This design comes from an exercise in tuning for small area and a short achievable clock period on the open sky130 flow, not from production work. At most, simulation tests tie the RTL to the original design; equivalence was not proved.

==> 08-03: inputs <==
// mul_pipe_single
module mul_pipe_single #(
  parameter XLEN    = 32,
  parameter RD_BITS = 5,
  parameter TAG_W   = 4
) (
  input  wire                 clk,
  input  wire                 rst,
  input  wire                 EX_mul,
  input  wire [XLEN-1:0]      EX_mul_a,
  input  wire [XLEN-1:0]      EX_mul_b,
  input  wire [RD_BITS-1:0]   EX_mul_rd,
  input  wire [TAG_W-1:0]     EX_mul_tag,
  input  wire                 MEM_we,     
  input  wire                 MEM_jlx,    
  output wire                 mul_result_valid,
  output wire [XLEN-1:0]      mul_result,
  output wire [RD_BITS-1:0]   mul_rd,           
  output wire [TAG_W-1:0]     mul_result_tag,   
  output wire                 mul_busy,
  output wire [RD_BITS-1:0]   mul_busy_rd,
  output wire [TAG_W-1:0]     mul_busy_tag,
  output wire                 mul_wb_conflict_stall,
  output wire                 mul_issue_stall
);
==> flow/config.mk <==
export PLATFORM = sky130hd
export DESIGN_NAME = mul_pipe_single
export DESIGN_NICKNAME = mul_pipe_single
export VERILOG_FILES = /design/flow/design.v
export SDC_FILE = /design/flow/constraint.sdc
export NUM_CORES = 4
export LEC_CHECK = 0
export CAP_MARGIN = 20
export CORE_MARGIN = 2
export CORE_UTILIZATION = 40
export SLEW_MARGIN = 20
==> flow/constraint.sdc <==
create_clock -name core_clock -period 10.0 [get_ports {clk}]
set_input_delay 2.0000 -clock core_clock [delete_from_list [all_inputs] [get_ports {clk}]]
set_output_delay 2.0000 -clock core_clock [all_outputs]
set_load 0.01 [all_outputs]
standard.sh (not shown) runs the stock make flow with config.mk's settings and CLKGATE_MAP_FILE= SYNTH_SCRIPT=/design/flow/synth_recipe.tcl, a recipe that flattens the netlist after the stock synthesis.
==> flow/flow/run.sh <==
#!/bin/bash
# Layout flow: the standard ORFS flow (standard.sh, unchanged synthesis), with
#  - port buffers made of plain buffers instead of the delay cells buffer_ports picks by default
set -euo pipefail
cd "$(dirname "$0")/.."
source flow/params.sh
export BUFFER_PORTS_ARGS
export SETUP_SLACK_MARGIN
bash standard.sh > standard.log 2>&1
==> flow/flow/params.sh <==
BUFFER_PORTS_ARGS="-buffer_cell sky130_fd_sc_hd__buf_2"
SETUP_SLACK_MARGIN=5.6
==> 03-20: changes against 08-03 <==
==> flow/flow/run.sh (replaced) <==
#!/bin/bash
# Layout flow: the standard ORFS flow (standard.sh, unchanged synthesis), with
#  - after synthesis, flow/polarity.py flips full-adder cells (FA(~a,~b,~c) = ~FA(a,b,c))
#    so that fewer inverters are needed around them; registers are untouched
#  - port buffers made of plain buffers instead of the delay cells buffer_ports picks
set -euo pipefail
cd "$(dirname "$0")/.."
source flow/params.sh
export BUFFER_PORTS_ARGS
export SETUP_SLACK_MARGIN
R=orfs/results/sky130hd/mul_pipe_single/base
bash standard.sh synth > synth.log 2>&1
if [[ "${POLARITY:-1}" == 1 ]]; then
  cp $R/1_2_yosys.v $R/1_2_yosys.std.v
  python3 flow/polarity.py $R/1_2_yosys.std.v $R/1_2_yosys.v > polarity.log 2>&1
  rm -f $R/1_synth.odb
fi
bash standard.sh > standard.log 2>&1
==> flow/flow/params.sh (replaced) <==
BUFFER_PORTS_ARGS="-buffer_cell sky130_fd_sc_hd__buf_1"
SETUP_SLACK_MARGIN=6.0
POLARITY=1
==> flow/flow/polarity.py (new file) <==
#!/usr/bin/env python3
"""Remove inverters around full adders in a flat gate-level netlist.

A full adder is self-dual: FA(~a, ~b, ~c) = (~cout, ~sum). So a full-adder cell can be
"flipped" (fed the complements of its inputs, its outputs then carry the complements of
their old values) without changing the circuit's function. This script chooses which
full adders to flip so that as few inverters as possible are needed, then rewrites the
netlist: inverters that only feed cell pins are removed and re-created where needed.
Registers, ports and all other cells are untouched.

usage: polarity.py IN.v OUT.v
"""
import re
import sys
from collections import defaultdict

INV = re.compile(r'sky130_fd_sc_hd__(clk)?inv_\d+$')
FA = re.compile(r'sky130_fd_sc_hd__fa_\d+$')
OUTPINS = {'X', 'Y', 'Q', 'Q_N', 'SUM', 'COUT', 'HI', 'LO'}

src = open(sys.argv[1]).read()
m = re.search(r'\bmodule\b.*?;', src, re.S)
endm = src.rindex('endmodule')
body = src[m.end():endm]

# statements of the module body
stmts = [s for s in re.split(r';', body)]
cells = []    # dict(type, name, pins: [(pin, net)], idx)
other = []    # (idx, text)
ports = set()
for i, s in enumerate(stmts):
    t = s.strip()
    if not t:
        continue
    cm = re.match(r'(sky130_fd_sc_hd__\w+)\s+(\S+)\s*\((.*)\)\s*$', t, re.S)
    if cm:
        pins = [(p, n.strip()) for p, n in re.findall(r'\.(\w+)\(([^()]*)\)', cm.group(3))]
        cells.append({'type': cm.group(1), 'name': cm.group(2), 'pins': pins})
        continue
    pm = re.match(r'(input|output|inout)\s+(\[[^\]]*\]\s*)?(\S+)', t)
    if pm:
        ports.add(pm.group(3))
    other.append(t)

def base_name(net):
    return re.sub(r'\s*\[\d+\]$', '', net.strip())

driver = {}
loads = defaultdict(list)   # net -> [(cell index, pin index)]
for ci, c in enumerate(cells):
    for pi, (p, n) in enumerate(c['pins']):
        if p in OUTPINS:
            driver[n] = ci
        else:
            loads[n].append((ci, pi))
# nets read by assign statements or ports count as fixed loads
assign_rhs = set()
for t in other:
    am = re.match(r'assign\s+(.*?)\s*=\s*(.*)$', t, re.S)
    if am:
        for tok in re.findall(r'\\\S+|[A-Za-z_][\w$]*(?:\s*\[\d+\])?', am.group(2)):
            assign_rhs.add(tok.strip())

def is_port_net(n):
    return base_name(n) in ports

# removable inverters: output feeds only cell input pins, is no port, no assign source
removable = set()
for ci, c in enumerate(cells):
    if INV.match(c['type']):
        y = dict(c['pins'])['Y']
        if not is_port_net(y) and y not in assign_rhs and y in loads:
            removable.add(ci)

def resolve(net):
    """logical source of a net: (base net, polarity) through removable inverters"""
    pol = 0
    seen = 0
    while net in driver and driver[net] in removable and seen < 100:
        net = dict(cells[driver[net]]['pins'])['A']
        pol ^= 1
        seen += 1
    return net, pol

fas = [ci for ci, c in enumerate(cells) if FA.match(c['type'])]
flip = defaultdict(int)

# load requirements: list of (cell index, pin index, base, pol)
reqs = []
for ci, c in enumerate(cells):
    if ci in removable:
        continue
    for pi, (p, n) in enumerate(c['pins']):
        if p in OUTPINS:
            continue
        b, pol = resolve(n)
        reqs.append((ci, pi, b, pol))
by_base = defaultdict(list)
by_cell = defaultdict(list)
for r in reqs:
    by_base[r[2]].append(r)
    by_cell[r[0]].append(r)

def phys(b):
    d = driver.get(b)
    return flip[d] if d is not None and FA.match(cells[d]['type']) else 0

def need(r):
    ci, pi, b, pol = r
    want = pol ^ (flip[ci] if FA.match(cells[ci]['type']) else 0)
    return want ^ phys(b)

def base_cost(b):
    return 1 if any(need(r) for r in by_base[b]) else 0

def fa_bases(ci):
    bs = {r[2] for r in by_cell[ci]}
    for p, n in cells[ci]['pins']:
        if p in OUTPINS:
            bs.add(n)
    return bs

total0 = sum(base_cost(b) for b in by_base)
improved = True
passes = 0
while improved and passes < 50:
    improved = False
    passes += 1
    for ci in fas:
        bs = fa_bases(ci)
        before = sum(base_cost(b) for b in bs)
        flip[ci] ^= 1
        after = sum(base_cost(b) for b in bs)
        if after < before:
            improved = True
        else:
            flip[ci] ^= 1
total1 = sum(base_cost(b) for b in by_base)

# rewrite
def esc(n):
    return n + ' ' if n.startswith('\\') else n

comp = {}
newcells = []
k = 0
for b in by_base:
    if base_cost(b):
        k += 1
        nn = f'polinv_n{k}'
        comp[b] = nn
        newcells.append(f'  sky130_fd_sc_hd__inv_1 polinv_{k} (\n    .A({esc(b)}),\n    .Y({nn})\n  );')
for r in reqs:
    ci, pi, b, pol = r
    p, _ = cells[ci]['pins'][pi]
    cells[ci]['pins'][pi] = (p, comp[b] if need(r) else b)

out = [src[:m.end()], '\n']
for t in other:
    out.append('  ' + t + ' ;\n')
for nn in comp.values():
    out.append(f'  wire {nn};\n')
for ci, c in enumerate(cells):
    if ci in removable:
        continue
    pins = ',\n'.join(f'    .{p}({esc(n)})' for p, n in c['pins'])
    out.append(f'  {c["type"]} {c["name"]} (\n{pins}\n  );\n')
out.append('\n'.join(newcells) + '\n')
out.append(src[endm:])
open(sys.argv[2], 'w').write(''.join(out))
print(f'polarity: {len(fas)} full adders, {sum(flip[c] for c in fas)} flipped, '
      f'inverters {len(removable)} removable -> {len(comp)} needed '
      f'(cost before {total0}, after {total1})', file=sys.stderr)
==> qor summary <==
quantity	03-20	08-03
Run status	timing/DRC/antenna clean	timing/DRC/antenna clean
Die area	23200 um2	23500 um2
Final-layout fill cell count	2046	2036
Net count of the mapped netlist	1100	1131
R2R depth	17	20
Worst setup path endpoint	acc[8]	acc[16]
Multi-input combinational area share	0.559	0.541
Starting utilization of the core area	0.405	0.408
Die span in x	152 um	153 um
DR vias	6921	7166
Multi-input gate area in the final layout	5960 um2	5970 um2
Worst r2r src	bo[1]	a[12]
Largest net degree at the start of global routing	64	54
Upper clock frequency limit	218 MHz	218 MHz
Clock network latency to the later pin of the worst-skew pair	0.36 ns	0.37 ns
Most common cell after layout, fill and taps aside	buf_1	buf_2
Count of non-CTS inverters in the layout	73	104

========
==> inputs of trial 5 <==
mul_pipe_single, a different RTL version from the one above (not shown whole).
Settings: LEC_CHECK=0, CAP_MARGIN=20, CORE_MARGIN=2, CORE_UTILIZATION=40, SETUP_SLACK_MARGIN=5, SLEW_MARGIN=20; clock period 10.0 ns.
run.sh (not shown) runs the stock make flow with config.mk's settings and CLKGATE_MAP_FILE= SYNTH_SCRIPT=/design/flow/synth_recipe.tcl, a recipe that flattens the netlist after the stock synthesis.
Stock flow here: none of the scripts above is used.
==> build 20 (differences from trial 5) <==
==> flow/flow/run.sh (new file) <==
#!/bin/bash
# Layout flow: the standard ORFS flow (standard.sh, unchanged synthesis), with
#  - port buffers made of plain buffers instead of the delay cells buffer_ports picks by default
set -euo pipefail
cd "$(dirname "$0")/.."
source flow/params.sh
export BUFFER_PORTS_ARGS
export SETUP_SLACK_MARGIN
bash standard.sh > standard.log 2>&1
==> flow/flow/params.sh (new file) <==
BUFFER_PORTS_ARGS="-buffer_cell sky130_fd_sc_hd__buf_2"
SETUP_SLACK_MARGIN=5.6
==> flow/standard.sh (new file) <==
#!/bin/bash
# synth_recipe.tcl (not shown) runs the flow's synth.tcl, then flattens the netlist and writes it again
# the make line also repeats each setting of config.mk as NAME=value (left out here)
make -C /OpenROAD-flow-scripts/flow DESIGN_CONFIG=/design/flow/config.mk WORK_HOME=/design/flow/orfs CLKGATE_MAP_FILE= SYNTH_SCRIPT=/design/flow/synth_recipe.tcl "${@:-finish}"
- SETUP_SLACK_MARGIN: 5 -> not set
removed: flow/run.sh
==> reports/summary.txt <==
wl on met1 = 11400 um
status = complete, no violations
NonClk Buf Share = 9.87%
grt met2 use = 33.4%
required time worst endpoint = 10220 ps
Resize count post-CTS = 42
# the run above: build 20

==> reports/summary.txt <==
required time worst endpoint = 8000 ps
NonClk Buf Share = 14.4%
Synth Area in XOR/XNOR = 12.5%
vias after detailed routing = 7315
Resize count post-CTS = 10
grt met2 use = 33.4%
status = complete, no violations
wl on met1 = 11200 um
# the run above: trial 5

Function was not checked in any run of this note: the RTL went through the layout flow alone.

========
==> run a <==
Another version of the RTL of mul_pipe_single (not shown whole).
Design mul_pipe_single, start of the top module:
module mul_pipe_single #(
  parameter XLEN    = 32,
  parameter RD_BITS = 5,
  parameter TAG_W   = 4
) (
  input  wire                 clk,
  input  wire                 rst,
  input  wire                 EX_mul,
  input  wire [XLEN-1:0]      EX_mul_a,
  input  wire [XLEN-1:0]      EX_mul_b,
  input  wire [RD_BITS-1:0]   EX_mul_rd,
  input  wire [TAG_W-1:0]     EX_mul_tag,
  input  wire                 MEM_we,     
  input  wire                 MEM_jlx,    
  output wire                 mul_result_valid,
  output wire [XLEN-1:0]      mul_result,
  output wire [RD_BITS-1:0]   mul_rd,           
  output wire [TAG_W-1:0]     mul_result_tag,   
  output wire                 mul_busy,
  output wire [RD_BITS-1:0]   mul_busy_rd,
  output wire [TAG_W-1:0]     mul_busy_tag,
  output wire                 mul_wb_conflict_stall,
  output wire                 mul_issue_stall
);
==> flow/config.mk <==
export PLATFORM = sky130hd
export DESIGN_NAME = mul_pipe_single
export DESIGN_NICKNAME = mul_pipe_single
export VERILOG_FILES = /design/flow/design.v
export SDC_FILE = /design/flow/constraint.sdc
export NUM_CORES = 4
export LEC_CHECK = 0
export CAP_MARGIN = 20
export CORE_MARGIN = 2
export CORE_UTILIZATION = 40
export SLEW_MARGIN = 20
==> flow/constraint.sdc <==
create_clock -name core_clock -period 10.0 [get_ports {clk}]
set_input_delay 2.0000 -clock core_clock [delete_from_list [all_inputs] [get_ports {clk}]]
set_output_delay 2.0000 -clock core_clock [all_outputs]
set_load 0.01 [all_outputs]
standard.sh (not shown) runs the stock make flow with config.mk's settings and CLKGATE_MAP_FILE= SYNTH_SCRIPT=/design/flow/synth_recipe.tcl, a recipe that flattens the netlist after the stock synthesis.
==> flow/flow/run.sh <==
#!/bin/bash
# Layout flow: the standard ORFS flow (standard.sh, unchanged synthesis), with
#  - after synthesis, flow/polarity.py flips full-adder cells (FA(~a,~b,~c) = ~FA(a,b,c))
#    so that fewer inverters are needed around them; registers are untouched
#  - port buffers made of plain buffers instead of the delay cells buffer_ports picks
set -euo pipefail
cd "$(dirname "$0")/.."
source flow/params.sh
export BUFFER_PORTS_ARGS
export SETUP_SLACK_MARGIN
R=orfs/results/sky130hd/mul_pipe_single/base
bash standard.sh synth > synth.log 2>&1
if [[ "${POLARITY:-1}" == 1 ]]; then
  cp $R/1_2_yosys.v $R/1_2_yosys.std.v
  python3 flow/polarity.py $R/1_2_yosys.std.v $R/1_2_yosys.v > polarity.log 2>&1
  rm -f $R/1_synth.odb
fi
bash standard.sh > standard.log 2>&1
==> flow/flow/params.sh <==
BUFFER_PORTS_ARGS="-buffer_cell sky130_fd_sc_hd__buf_1"
SETUP_SLACK_MARGIN=5.0
POLARITY=1
Other scripts of this flow, unchanged in this note and not shown: flow/flow/polarity.py
==> run b: changes against run a <==
--- a/flow/design.v
+++ b/flow/design.v
@@ -22,15 +22,15 @@
   output wire [TAG_W-1:0]     mul_busy_tag,
   output wire                 mul_wb_conflict_stall,
   output wire                 mul_issue_stall
 );
   reg  [2:0]         cnt;
   reg  [31:0]        a;
   reg  [31:0]        pbn;     
-  reg  [3:0]         bo, bt, bn;   
+  reg  [3:0]         bo, bt;   
   reg  [23:0]        acc;
   reg  [2:0]         kc;      
   reg  [RD_BITS-1:0] rd;
   reg  [TAG_W-1:0]   tag;
   wire idle  = (cnt == 3'd0);
   wire valid = (cnt == 3'd5);
   assign mul_busy         = !idle;
@@ -39,21 +39,21 @@
   assign mul_rd           = valid ? rd  : {RD_BITS{1'b0}};
   assign mul_result_tag   = valid ? tag : {TAG_W{1'b0}};
   assign mul_busy_rd      = mul_rd;
   assign mul_busy_tag     = mul_result_tag;
   assign mul_wb_conflict_stall = valid && (MEM_we || MEM_jlx);
   assign mul_issue_stall       = EX_mul && !idle;
   wire [8:0] nw = idle ? {EX_mul_b[7:0], 1'b0} : ~pbn[15:7];
-  wire [3:0] no, nt, nn;
+  wire [3:0] no, nt;
+  wire [3:0] bn = ~{pbn[7], pbn[5], pbn[3], pbn[1]};
   genvar gj;
   generate
     for (gj = 0; gj < 4; gj = gj + 1) begin : g_booth
       assign no[gj] = nw[2*gj] ^ nw[2*gj+1];
       assign nt[gj] = (nw[2*gj+2] & ~nw[2*gj+1] & ~nw[2*gj]) | (~nw[2*gj+2] & nw[2*gj+1] & nw[2*gj]);
-      assign nn[gj] = nw[2*gj+2];
     end
   endgenerate
   wire [31:0] sa, sb, x;
   wire [2:0]  kco;     
   wire pp1;
   wire pp2;
   wire pp3;
@@ -1080,15 +1080,14 @@
   always @(posedge clk) begin
     if (rst) cnt <= 3'd0;
     else if (idle) cnt <= EX_mul ? 3'd1 : 3'd0;
     else if (valid) cnt <= 3'd0;
     else cnt <= cnt + 3'd1;
     bo <= no;
     bt <= nt;
-    bn <= nn;   
     if (idle) begin
       a     <= EX_mul_a;
       pbn   <= ~EX_mul_b;
       rd    <= EX_mul_rd;
       tag   <= EX_mul_tag;
       acc   <= 24'd0;
       kc    <= 3'd0;
==> flow/flow/params.sh (replaced) <==
BUFFER_PORTS_ARGS="-buffer_cell sky130_fd_sc_hd__buf_1"
SETUP_SLACK_MARGIN=5.4
POLARITY=1
==> key figures <==
Timing
  • Upper clock frequency limit: 211 MHz

Layout
  • Number of sequential storage elements: 115
  • Utilization of the core after routing: 45.6%

Run status
  • Result of the run: timing/DRC/antenna clean

Clocking
  • Postcts setup bufs: 0
-- figures above: run a

==> key figures <==
Clocking
  • Postcts setup bufs: 22

Layout
  • Number of sequential storage elements: 111
  • Number of filler instances in the final layout: 1,997
  • Utilization of the core after routing: 47.1%

Timing
  • Upper clock frequency limit: 224 MHz

Run status
  • Result of the run: timing/DRC/antenna clean
-- figures above: run b

No functional check of the RTL was part of run a.

port drivers added, routing unchanged:
The flow's constraints put no driver on any port. The routed layouts listed below were extracted and timed again, unchanged, in two steps. Step 1: set_driving_cell puts a clkbuf_16 on clk and a buf_2 on each other input, an assumption about the parent block. Step 2 adds t to the input delays and takes it off the output delays; t is the mean of the earliest and latest rising clock arrival at the registers after step 1. Input paths then give back, and output paths get back, about the clock's delay inside the block. a / b / c = ideal / step 1 / step 2; a / b = the first two.
run	t (ns)	setup WS [ns]	hold WS [ns]	worst register clock-pin slew, ns
08-03	0.409	5.417 / 5.417 / 5.417	0.435 / 0.435 / 0.435	0.09 / 0.09
03-20	0.398	5.417 / 5.417 / 5.417	0.438 / 0.438 / 0.438	0.09 / 0.09
trial 5	0.407	5.117 / 5.094 / 5.094	0.447 / 0.447 / 0.447	0.09 / 0.09
build 20	0.401	5.286 / 5.286 / 5.286	0.437 / 0.437 / 0.437	0.08 / 0.08
run a	0.468	5.264 / 5.264 / 5.264	0.460 / 0.460 / 0.460	0.07 / 0.07
run b	0.416	5.543 / 5.543 / 5.543	0.476 / 0.476 / 0.476	0.09 / 0.09
After both steps setup and hold are still met in every run listed. For trial 5, which loses most, drivers alone change the setup slack by -0.023 ns; drivers and shift together by -0.023 ns.
